What follows belongs to an exercise in optimizing a design on an open flow for small area; a production flow would make more cautious choices. Only simulation tests tie the RTL to the original design; equivalence was not proved. No driver is modelled on the clock port, so clock power and skew are understated where the tree is cut down; a real chip needs a root buffer or a tree. Power is estimated from default activity; no workload was simulated.

==> fjord <==
==> flow/design.v <==
`timescale 1ns / 1ps
module sevensegdecoder(Seg,HexVal);
	output 	[0:6] Seg;
	input 	[3:0] HexVal;
	wire h3 = HexVal[3], h2 = HexVal[2], h1 = HexVal[1], h0 = HexVal[0];
	wire one  = ~h3 & ~h2 & ~h1 & h0;
	wire four = h2 & ~h1 & ~h0;
	wire svn  = h2 & h1 & h0;
	assign Seg[0] = one | four;                     
	assign Seg[1] = h2 & (h1 ^ h0);                 
	assign Seg[2] = ~h2 & h1 & ~h0;                 
	assign Seg[3] = one | four | svn;               
	assign Seg[4] = h0 | (h2 & ~h1);                
	assign Seg[5] = (~h2 & h1) | (h1 & h0) | (~h3 & ~h2 & h0);  
	assign Seg[6] = (~h3 & ~h2 & ~h1) | svn;        
endmodule
`timescale 1ns / 1ps
module TopLevelModule(seg, an, clk, rst, dp, start, stop, dswitch, reset, lap, TimeSet);
    output [0:6] seg;
    output [3:0] an;
    output [0:0] dp;
    input clk, rst, start, stop, dswitch, reset, lap, TimeSet;
    reg       tick, running, flashing, started, countDirection, resetState, lapState, setState;
    reg [8:0] count;                  
    reg [3:0] A, C, D;
    reg [2:0] B;
    reg [3:0] lapA, lapC, lapD;
    reg [2:0] lapB;
    reg [12:0] ph;
    reg        blank;
    reg [3:0]  Hex;
    wire zero = (A == 0) && (B == 0) && (C == 0) && (D == 0);
    wire r1   = stop ? 1'b0 : (start ? 1'b1 : running);
    wire n_countDirection = r1 ? countDirection : dswitch;
    wire n_resetState     = r1 ? resetState : reset;
    wire st1  = reset ? 1'b0 : started;
    wire zstop = zero && st1 && !setState;
    wire n_running  = r1 && !zstop;
    wire n_flashing = zero && (zstop || (!(start || stop) && flashing));
    wire n_started  = !zero || (st1 && !zstop);
    wire n_lapState = (lap && n_countDirection) || (!n_resetState && !start && lapState);
    wire n_setState = n_running ? setState : TimeSet;
    wire [8:0] sum = count + (n_setState ? 9'd5 : 9'd1);
    wire wrap = (sum >= 9'd500);
    wire tick_en = wrap && !tick;
    reg [3:0] nA, nC, nD;
    reg [2:0] nB;
    always @* begin
        nA = A; nB = B; nC = C; nD = D;
        if (n_resetState) begin
            nA = 0; nB = 0; nC = 0; nD = 0;
        end else if (n_running) begin
            if (n_countDirection) begin
                nD = (D == 9) ? 4'd0 : D + 4'd1;
                if (D == 9) begin
                    nC = (C == 9) ? 4'd0 : C + 4'd1;
                    if (C == 9) begin
                        nB = (B == 5) ? 3'd0 : B + 3'd1;
                        if (B == 5)
                            nA = (A == 9) ? 4'd0 : A + 4'd1;
                    end
                end
            end else begin
                nD = (D == 0) ? 4'd9 : D - 4'd1;
                if (D == 0) begin
                    nC = (C == 0) ? 4'd9 : C - 4'd1;
                    if (C == 0) begin
                        nB = (B == 0) ? 3'd5 : B - 3'd1;
                        if (B == 0)
                            nA = (A == 0) ? 4'd9 : A - 4'd1;
                    end
                end
            end
        end
    end
    wire [12:0] ph_n = ph + 13'd1;
    wire load = (ph[5:0] == 6'd0);
    wire [1:0] sel = ph[7:6];
    wire [1:0] slot = ph[7:6] - {1'b0, load};   
    reg [3:0] digit;
    always @* begin
        case (sel)
            2'd0: digit = lapA;
            2'd1: digit = {1'b0, lapB};
            2'd2: digit = lapC;
            default: digit = lapD;
        endcase
    end
    always @(posedge clk) begin
        if (rst) begin
            tick <= 1'b0;
            running <= 1'b0;
            flashing <= 1'b0;
            started <= 1'b0;
            countDirection <= 1'b1;
            resetState <= 1'b0;
            lapState <= 1'b0;
            setState <= 1'b0;
            count <= 9'd0;
            A <= 0; B <= 0; C <= 0; D <= 0;
            lapA <= 0; lapB <= 0; lapC <= 0; lapD <= 0;
            ph <= 13'd0;
            blank <= 1'b1;
            Hex <= 4'd0;
        end else begin
            running <= n_running;
            flashing <= n_flashing;
            started <= n_started;
            countDirection <= n_countDirection;
            resetState <= n_resetState;
            lapState <= n_lapState;
            setState <= n_setState;
            if (wrap) begin
                count <= 9'd0;
                tick <= !tick;
            end else
                count <= sum;
            if (tick_en) begin
                A <= nA; B <= nB; C <= nC; D <= nD;
            end
            if (!n_lapState) begin
                lapA <= A; lapB <= B; lapC <= C; lapD <= D;
            end
            ph <= ph_n;
            if (load) begin
                Hex <= digit;
                blank <= flashing && ph_n[12];
            end else
                blank <= blank || (flashing && ph_n[12]);
        end
    end
    sevensegdecoder u1(.Seg(seg), .HexVal(Hex));
    assign an = blank ? 4'b1111 : ~(4'b1000 >> slot);
    assign dp = slot[0];
endmodule
==> flow/flow/run.sh <==
#!/bin/bash
# Own layout flow: the standard ORFS flow (same make targets, config and SDC), except:
#  - synthesis maps the logic with an area-oriented ABC script (flow/area.abc); every step
#    before ABC is the standard synthesis unchanged, so register names and types are the same;
#  - port buffers are the smallest buffer (buf_1);
#  - the clock tree is one level of clock buffers, one per cluster of flip-flops
#    (flow/clock_buffer.tcl), instead of TritonCTS's
#    H-tree; the rest of the CTS step (placement legalisation, timing repair) is unchanged.
# ORFS's scripts are copied to ./scripts and patched only at those two places.
# Each tool's output goes to a log file in this folder (and ORFS's own logs under orfs/logs).
set -euo pipefail
W=$(pwd)
S=$W/scripts
rm -rf "$S"
cp -r "$FLOW_HOME/scripts" "$S"

# synthesis: ORFS's synth.tcl with our ABC script
sed -i "s#log_cmd abc {\*}\$abc_args#log_cmd abc -script $W/flow/area.abc {*}[lrange \$abc_args 2 end]#" "$S/synth.tcl"
grep -q "abc -script $W/flow/area.abc" "$S/synth.tcl"
# CTS: one clock buffer instead of clock_tree_synthesis
sed -i "s#log_cmd clock_tree_synthesis {\*}\$cts_args#source $W/flow/clock_buffer.tcl#" "$S/cts.tcl"
grep -q "source $W/flow/clock_buffer.tcl" "$S/cts.tcl"

export OWN_CLOCK_BUFFER=${OWN_CLOCK_BUFFER:-sky130_fd_sc_hd__clkbuf_8}
export OWN_CLOCK_CLUSTERS=${OWN_CLOCK_CLUSTERS:-4}
RESULTS=$W/orfs/results/$FLOW_PLATFORM/TopLevelModule/base
make -C "$FLOW_HOME" DESIGN_CONFIG="$W/config.mk" WORK_HOME="$W/orfs" CLKGATE_MAP_FILE= \
  SCRIPTS_DIR="$S" SYNTH_SCRIPT="$W/synth_recipe.tcl" \
  BUFFER_PORTS_ARGS="-buffer_cell sky130_fd_sc_hd__buf_1" \
  finish > "$W/make_finish.log" 2>&1

: # left out here: write the final layout as DEF
==> flow/flow/area.abc <==
strash
dc2
dch -f
amap
topo
==> flow/flow/clock_buffer.tcl <==
# Replaces TritonCTS's H-tree for this small design: the clock sinks are split into a few
# clusters by location (k-means), and one clock buffer, placed at each cluster's centre, drives
# that cluster. The clock port drives only those buffers.
set block [ord::get_db_block]
set clk_net [$block findNet clk]
set k $::env(OWN_CLOCK_CLUSTERS)
set pins {}
foreach iterm [$clk_net getITerms] {
  set bbox [[$iterm getInst] getBBox]
  lappend pins [list $iterm [expr {([$bbox xMin] + [$bbox xMax]) / 2.0}] \
                            [expr {([$bbox yMin] + [$bbox yMax]) / 2.0}]]
}
set n [llength $pins]
# initial centres: sinks sorted by x+y, spread evenly
set sorted [lsort -real -index 1 $pins]
set centres {}
for {set c 0} {$c < $k} {incr c} {
  set p [lindex $sorted [expr {int(($c + 0.5) * $n / $k)}]]
  lappend centres [list [lindex $p 1] [lindex $p 2]]
}
for {set it 0} {$it < 50} {incr it} {
  set sums {}
  for {set c 0} {$c < $k} {incr c} { lappend sums [list 0.0 0.0 0] }
  set assign {}
  foreach p $pins {
    set best -1; set bd 1e30
    for {set c 0} {$c < $k} {incr c} {
      lassign [lindex $centres $c] cx cy
      set d [expr {abs([lindex $p 1] - $cx) + abs([lindex $p 2] - $cy)}]
      if {$d < $bd} { set bd $d; set best $c }
    }
    lappend assign $best
    lassign [lindex $sums $best] sx sy sn
    lset sums $best [list [expr {$sx + [lindex $p 1]}] [expr {$sy + [lindex $p 2]}] [expr {$sn + 1}]]
  }
  for {set c 0} {$c < $k} {incr c} {
    lassign [lindex $sums $c] sx sy sn
    if {$sn > 0} { lset centres $c [list [expr {$sx / $sn}] [expr {$sy / $sn}]] }
  }
}
for {set c 0} {$c < $k} {incr c} {
  set loads {}
  foreach p $pins a $assign {
    if {$a == $c} {
      set it [lindex $p 0]
      lappend loads [get_pins [[$it getInst] getName]/[[$it getMTerm] getName]]
    }
  }
  if {[llength $loads] == 0} { continue }
  lassign [lindex $centres $c] cx cy
  set cx [ord::dbu_to_microns [expr {int($cx)}]]
  set cy [ord::dbu_to_microns [expr {int($cy)}]]
  set buf [insert_buffer -buffer_cell $::env(OWN_CLOCK_BUFFER) -net clk -load_pins $loads \
    -location [list $cx $cy] -buffer_name clkbuf_leaf_$c -net_name clk_leaf_$c]
  set dbuf [$block findInst [get_full_name $buf]]
  foreach iterm [$dbuf getITerms] {
    if {[$iterm isOutputSignal]} { [$iterm getNet] setSigType CLOCK }
  }
  puts "clock cluster $c: [llength $loads] sinks, buffer [get_full_name $buf] at $cx $cy"
}
==> flow/standard.sh <==
#!/bin/bash
# synth_recipe.tcl (not shown) runs the flow's synth.tcl, then flattens the netlist and writes it again
# the make line also repeats each setting of config.mk as NAME=value (left out here)
make -C /OpenROAD-flow-scripts/flow DESIGN_CONFIG=/design/flow/config.mk WORK_HOME=/design/flow/orfs CLKGATE_MAP_FILE= SYNTH_SCRIPT=/design/flow/synth_recipe.tcl "${@:-finish}"
==> flow/config.mk <==
export PLATFORM = sky130hd
export DESIGN_NAME = TopLevelModule
export DESIGN_NICKNAME = TopLevelModule
export VERILOG_FILES = /design/flow/design.v
export SDC_FILE = /design/flow/constraint.sdc
export NUM_CORES = 4
export LEC_CHECK = 0
export CAP_MARGIN = 20
export CORE_MARGIN = 2
export CORE_UTILIZATION = 40
export PLACE_DENSITY = 0.6
export SLEW_MARGIN = 20
==> flow/constraint.sdc <==
create_clock -name core_clock -period 10.0 [get_ports {clk}]
set_input_delay 2.0000 -clock core_clock [delete_from_list [all_inputs] [get_ports {clk}]]
set_output_delay 2.0000 -clock core_clock [all_outputs]
set_load 0.01 [all_outputs]
==> pepper (differences from fjord) <==
==> flow/flow/run.sh (replaced) <==
#!/bin/bash
# Own layout flow: the standard ORFS flow, except that
#  - synthesis maps the logic with an area-oriented ABC script (flow/area.abc); every step
#    before ABC is the standard synthesis unchanged, so register names and types are the same;
#  - port buffers are the smallest buffer;
#  - CTS uses fewer, smaller clock buffers and no dummy loads.
# Each tool's output goes to a log file in this folder (and ORFS's own logs under orfs/logs).
set -euo pipefail
W=$(pwd)
ORFS_FLOW=${FLOW_HOME}
ABC_SCRIPT=$W/flow/area.abc

# synthesis script: synth_recipe.tcl with ORFS's synth.tcl patched to use our ABC script
sed "s#log_cmd abc {\*}\$abc_args#log_cmd abc -script $ABC_SCRIPT {*}[lrange \$abc_args 2 end]#" \
  "$ORFS_FLOW/scripts/synth.tcl" > "$W/own_synth.tcl"
grep -q "abc -script $ABC_SCRIPT" "$W/own_synth.tcl"
sed "s#source \$::env(SCRIPTS_DIR)/synth.tcl#source $W/own_synth.tcl#" "$W/synth_recipe.tcl" > "$W/own_synth_recipe.tcl"
grep -q "source $W/own_synth.tcl" "$W/own_synth_recipe.tcl"

RESULTS=$W/orfs/results/$FLOW_PLATFORM/TopLevelModule/base
make -C "$ORFS_FLOW" DESIGN_CONFIG="$W/config.mk" WORK_HOME="$W/orfs" CLKGATE_MAP_FILE= \
  SYNTH_SCRIPT="$W/own_synth_recipe.tcl" \
  BUFFER_PORTS_ARGS="-buffer_cell sky130_fd_sc_hd__buf_1" \
  CTS_ARGS="-sink_clustering_enable -repair_clock_nets -dont_use_dummy_load -buf_list sky130_fd_sc_hd__clkbuf_8 -root_buf sky130_fd_sc_hd__clkbuf_8 -sink_clustering_size 24 -sink_clustering_max_diameter 100" \
  finish > "$W/make_finish.log" 2>&1

: # left out here: write the final layout as DEF
removed: flow/flow/clock_buffer.tcl
==> maple (differences from fjord) <==
==> flow/run.sh (new file) <==
#!/bin/bash
# synth_recipe.tcl (not shown) runs the flow's synth.tcl, then flattens the netlist and writes it again
# the make line also repeats each setting of config.mk as NAME=value (left out here)
make -C /OpenROAD-flow-scripts/flow DESIGN_CONFIG=/design/flow/config.mk WORK_HOME=/design/flow/orfs CLKGATE_MAP_FILE= SYNTH_SCRIPT=/design/flow/synth_recipe.tcl finish
removed: flow/flow/run.sh
removed: flow/flow/area.abc
removed: flow/flow/clock_buffer.tcl
removed: flow/standard.sh
==> summary.txt <==
item                                                                                  pepper                    fjord                    maple
Number of placed instances, taps included                                                514                      514                      528
DP HPWL                                                                              4810 um                  4810 um                  5210 um
Result of the run                                                    complete, no violations  complete, no violations  complete, no violations
Sink Count                                                                                65                        -                       65
Cell area after technology mapping                                                  3010 um2                 3010 um2                 3560 um2
Setup WS post-layout                                                                 3360 ps                  3160 ps                  4260 ps
Worst EP required                                                                   10200 ps                 10000 ps                 10280 ps
Buffer and inverter count on the worst path                                                5                        5                        1
Worst max-slew margin expressed relative to the limit                                  0.684                    0.682                    0.393
Multi-input gates                                                                        272                      272                      320
Clk root buf                                                                        clkbuf_8                        -                 clkbuf_8
Sequential group share of total power                                                  0.547                    0.628                    0.517
Cell count after synthesis                                                               394                      394                      428
Net count, final                                                                         441                      436                      446
Final instance count without filler cells                                                523                      518                      542
Maximum number of pins on one net before global-route repair                              45                       45                       51
Switching share of power                                                               0.262                    0.252                    0.275
TritonCTS clock tree                                                                    done                        -                     done
Total of plain and repair buffers excluding clock buffers                                 21                        -                       22
Reg2reg setup slack                                                                  4350 ps                  4280 ps                  5930 ps
Maximum vdd ir drop                                                              0.0000629 V              0.0000791 V              0.0000790 V
GPL Wtd Cong                                                                           0.898                    0.898                    0.875
Final hold slack                                                                      448 ps                   458 ps                   473 ps
Crit share post-route                                                                  0.664                    0.684                    0.574
Share of final-layout standard cells stronger than drive strength 1                   0.0283                   0.0167                   0.0922
Met2 layer usage reported by global route                                              0.269                    0.266                    0.259
Compound-gate portion of the synthesized area                                          0.256                    0.256                    0.139
The clock cells of fjord come from the design's own scripts or RTL, not from TritonCTS.

---

==> run B <==
// TopLevelModule: RTL as listed in full above, without the edits since
export LEC_CHECK = 0
export ABC_AREA = 1
export CAP_MARGIN = 20
export CORE_MARGIN = 2
export CORE_UTILIZATION = 40
export PLACE_DENSITY = 0.6
export SLEW_MARGIN = 20
create_clock -name core_clock -period 10.0 [get_ports {clk}]
run.sh (not shown) runs the stock make flow with config.mk's settings and CLKGATE_MAP_FILE= SYNTH_SCRIPT=/design/flow/synth_recipe.tcl, a recipe that flattens the netlist after the stock synthesis.
Stock flow here: none of the scripts above is used.
==> inputs of run E, as changes to run B <==
==> flow/flow/run.sh (new file) <==
#!/bin/bash
# Own layout flow: the standard ORFS flow (same make targets, config and SDC), except:
#  - synthesis maps the logic with an area-oriented ABC script (flow/area.abc: a timed
#    &deepsyn AIG search, then area mapping); every step
#    before ABC is the standard synthesis unchanged, so register names and types are the same;
#  - port buffers are the smallest buffer (buf_1);
#  - the clock tree is one level of clock buffers, one per cluster of flip-flops
#    (flow/clock_buffer.tcl), instead of TritonCTS's
#    H-tree; the rest of the CTS step (placement legalisation, timing repair) is unchanged.
# ORFS's scripts are copied to ./scripts and patched only at those two places.
# Each tool's output goes to a log file in this folder (and ORFS's own logs under orfs/logs).
set -euo pipefail
W=$(pwd)
S=$W/scripts
rm -rf "$S"
cp -r "$FLOW_HOME/scripts" "$S"

# synthesis: ORFS's synth.tcl with our ABC script
sed -i "s#log_cmd abc {\*}\$abc_args#log_cmd abc -script $W/flow/area.abc {*}[lrange \$abc_args 2 end]#" "$S/synth.tcl"
grep -q "abc -script $W/flow/area.abc" "$S/synth.tcl"
# CTS: one clock buffer instead of clock_tree_synthesis
sed -i "s#log_cmd clock_tree_synthesis {\*}\$cts_args#source $W/flow/clock_buffer.tcl#" "$S/cts.tcl"
grep -q "source $W/flow/clock_buffer.tcl" "$S/cts.tcl"

export OWN_CLOCK_BUFFER=${OWN_CLOCK_BUFFER:-sky130_fd_sc_hd__clkbuf_8}
export OWN_CLOCK_CLUSTERS=${OWN_CLOCK_CLUSTERS:-4}
RESULTS=$W/orfs/results/$FLOW_PLATFORM/TopLevelModule/base
make -C "$FLOW_HOME" DESIGN_CONFIG="$W/config.mk" WORK_HOME="$W/orfs" CLKGATE_MAP_FILE= \
  SCRIPTS_DIR="$S" SYNTH_SCRIPT="$W/synth_recipe.tcl" \
  BUFFER_PORTS_ARGS="-buffer_cell sky130_fd_sc_hd__buf_1" \
  finish > "$W/make_finish.log" 2>&1

: # left out here: write the final layout as DEF
==> flow/flow/area.abc (new file) <==
strash
&get -n
&deepsyn -T 60
&put
dch -f
amap
topo
==> flow/flow/clock_buffer.tcl (new file) <==
# Replaces TritonCTS's H-tree for this small design: the clock sinks are split into a few
# clusters by location (k-means), and one clock buffer, placed at each cluster's centre, drives
# that cluster. The clock port drives only those buffers.
set block [ord::get_db_block]
set clk_net [$block findNet clk]
set k $::env(OWN_CLOCK_CLUSTERS)
set pins {}
foreach iterm [$clk_net getITerms] {
  set bbox [[$iterm getInst] getBBox]
  lappend pins [list $iterm [expr {([$bbox xMin] + [$bbox xMax]) / 2.0}] \
                            [expr {([$bbox yMin] + [$bbox yMax]) / 2.0}]]
}
set n [llength $pins]
# initial centres: sinks sorted by x+y, spread evenly
set sorted [lsort -real -index 1 $pins]
set centres {}
for {set c 0} {$c < $k} {incr c} {
  set p [lindex $sorted [expr {int(($c + 0.5) * $n / $k)}]]
  lappend centres [list [lindex $p 1] [lindex $p 2]]
}
for {set it 0} {$it < 50} {incr it} {
  set sums {}
  for {set c 0} {$c < $k} {incr c} { lappend sums [list 0.0 0.0 0] }
  set assign {}
  foreach p $pins {
    set best -1; set bd 1e30
    for {set c 0} {$c < $k} {incr c} {
      lassign [lindex $centres $c] cx cy
      set d [expr {abs([lindex $p 1] - $cx) + abs([lindex $p 2] - $cy)}]
      if {$d < $bd} { set bd $d; set best $c }
    }
    lappend assign $best
    lassign [lindex $sums $best] sx sy sn
    lset sums $best [list [expr {$sx + [lindex $p 1]}] [expr {$sy + [lindex $p 2]}] [expr {$sn + 1}]]
  }
  for {set c 0} {$c < $k} {incr c} {
    lassign [lindex $sums $c] sx sy sn
    if {$sn > 0} { lset centres $c [list [expr {$sx / $sn}] [expr {$sy / $sn}]] }
  }
}
for {set c 0} {$c < $k} {incr c} {
  set loads {}
  foreach p $pins a $assign {
    if {$a == $c} {
      set it [lindex $p 0]
      lappend loads [get_pins [[$it getInst] getName]/[[$it getMTerm] getName]]
    }
  }
  if {[llength $loads] == 0} { continue }
  lassign [lindex $centres $c] cx cy
  set cx [ord::dbu_to_microns [expr {int($cx)}]]
  set cy [ord::dbu_to_microns [expr {int($cy)}]]
  set buf [insert_buffer -buffer_cell $::env(OWN_CLOCK_BUFFER) -net clk -load_pins $loads \
    -location [list $cx $cy] -buffer_name clkbuf_leaf_$c -net_name clk_leaf_$c]
  set dbuf [$block findInst [get_full_name $buf]]
  foreach iterm [$dbuf getITerms] {
    if {[$iterm isOutputSignal]} { [$iterm getNet] setSigType CLOCK }
  }
  puts "clock cluster $c: [llength $loads] sinks, buffer [get_full_name $buf] at $cx $cy"
}
==> flow/standard.sh (new file) <==
#!/bin/bash
# synth_recipe.tcl (not shown) runs the flow's synth.tcl, then flattens the netlist and writes it again
# the make line also repeats each setting of config.mk as NAME=value (left out here)
make -C /OpenROAD-flow-scripts/flow DESIGN_CONFIG=/design/flow/config.mk WORK_HOME=/design/flow/orfs CLKGATE_MAP_FILE= SYNTH_SCRIPT=/design/flow/synth_recipe.tcl "${@:-finish}"
Settings changed: ABC_AREA 1 to not set.
removed: flow/run.sh
==> summary of the runs <==
In combinational power, run B is at 2.8 times the value of run E. In run B the sequential share of layout area is lower than in run E, by 10 points. Against run E, the worst setup slack of run B is higher by 2000 ps. Between run B and run E, the lower final area is in run E (gap about 30%, measured against run E). Clock power: run B is higher than run E (100%).
==> figures <==
item	run B	run E
Clock latency on the worst-skew pair	340 ps	170 ps
Worst slew margin relative to its limit	49.1%	37.0%
Worst reg2reg startpoint	A[1]$_SDFFE_PP0P_	D[0]$_SDFFE_PP0P_
Placement Setup Slack	5100 ps	3290 ps
Critical path's most frequent cell	nand2_1	nor2_1
Smallest setup slack after layout	5410 ps	3380 ps
Max Clock Skew	3.32 ps	40.1 ps
Fraction of synthesized cell area in xor and xnor cells	2.25%	0%
Outcome	finished clean	finished clean
Static leakage	1.67 nW	1.06 nW
Part of the power in combinational logic	14.9%	7.7%
The clock cells of run E come from the design's own scripts or RTL, not from TritonCTS.

-- afterwards: timing with drivers on the ports --
Ports are ideal in the flow. The routed layouts listed here were re-timed in OpenROAD.
Step 1 (the two cells are an assumption about what drives the block):
set clk [get_ports {clk}]
set_driving_cell -lib_cell sky130_fd_sc_hd__clkbuf_16 $clk
set_driving_cell -lib_cell sky130_fd_sc_hd__buf_2 [delete_from_list [all_inputs] $clk]
Step 2 adds t to the input delays and takes it off the output delays; t is the mean of the earliest and latest rising clock arrival at the registers after step 1. Input paths then give back, and output paths get back, about the clock's delay inside the block.
Slacks: ideal ports / drivers / drivers and shift; pairs: ideal ports / drivers.
| run | t (ns) | setup WS [ns] | hold slack, ns | worst register clock-pin slew, ns |
|---|---|---|---|---|
| fjord | 0.212 | 3.156 / 3.198 / 2.986 | 0.458 / 0.458 / 0.458 | 0.12 / 0.12 |
| pepper | 0.364 | 3.363 / 3.372 / 3.008 | 0.448 / 0.448 / 0.448 | 0.08 / 0.08 |
| maple | 0.377 | 4.263 / 4.275 / 3.898 | 0.473 / 0.473 / 0.473 | 0.07 / 0.07 |
| run B | 0.371 | 5.412 / 5.420 / 5.049 | 0.453 / 0.453 / 0.453 | 0.07 / 0.07 |
| run E | 0.209 | 3.383 / 3.418 / 3.209 | 0.470 / 0.470 / 0.470 | 0.11 / 0.11 |
After both steps setup and hold are still met in every run listed. For maple, which loses most, drivers alone change the setup slack by +0.012 ns; drivers and shift together by -0.365 ns.
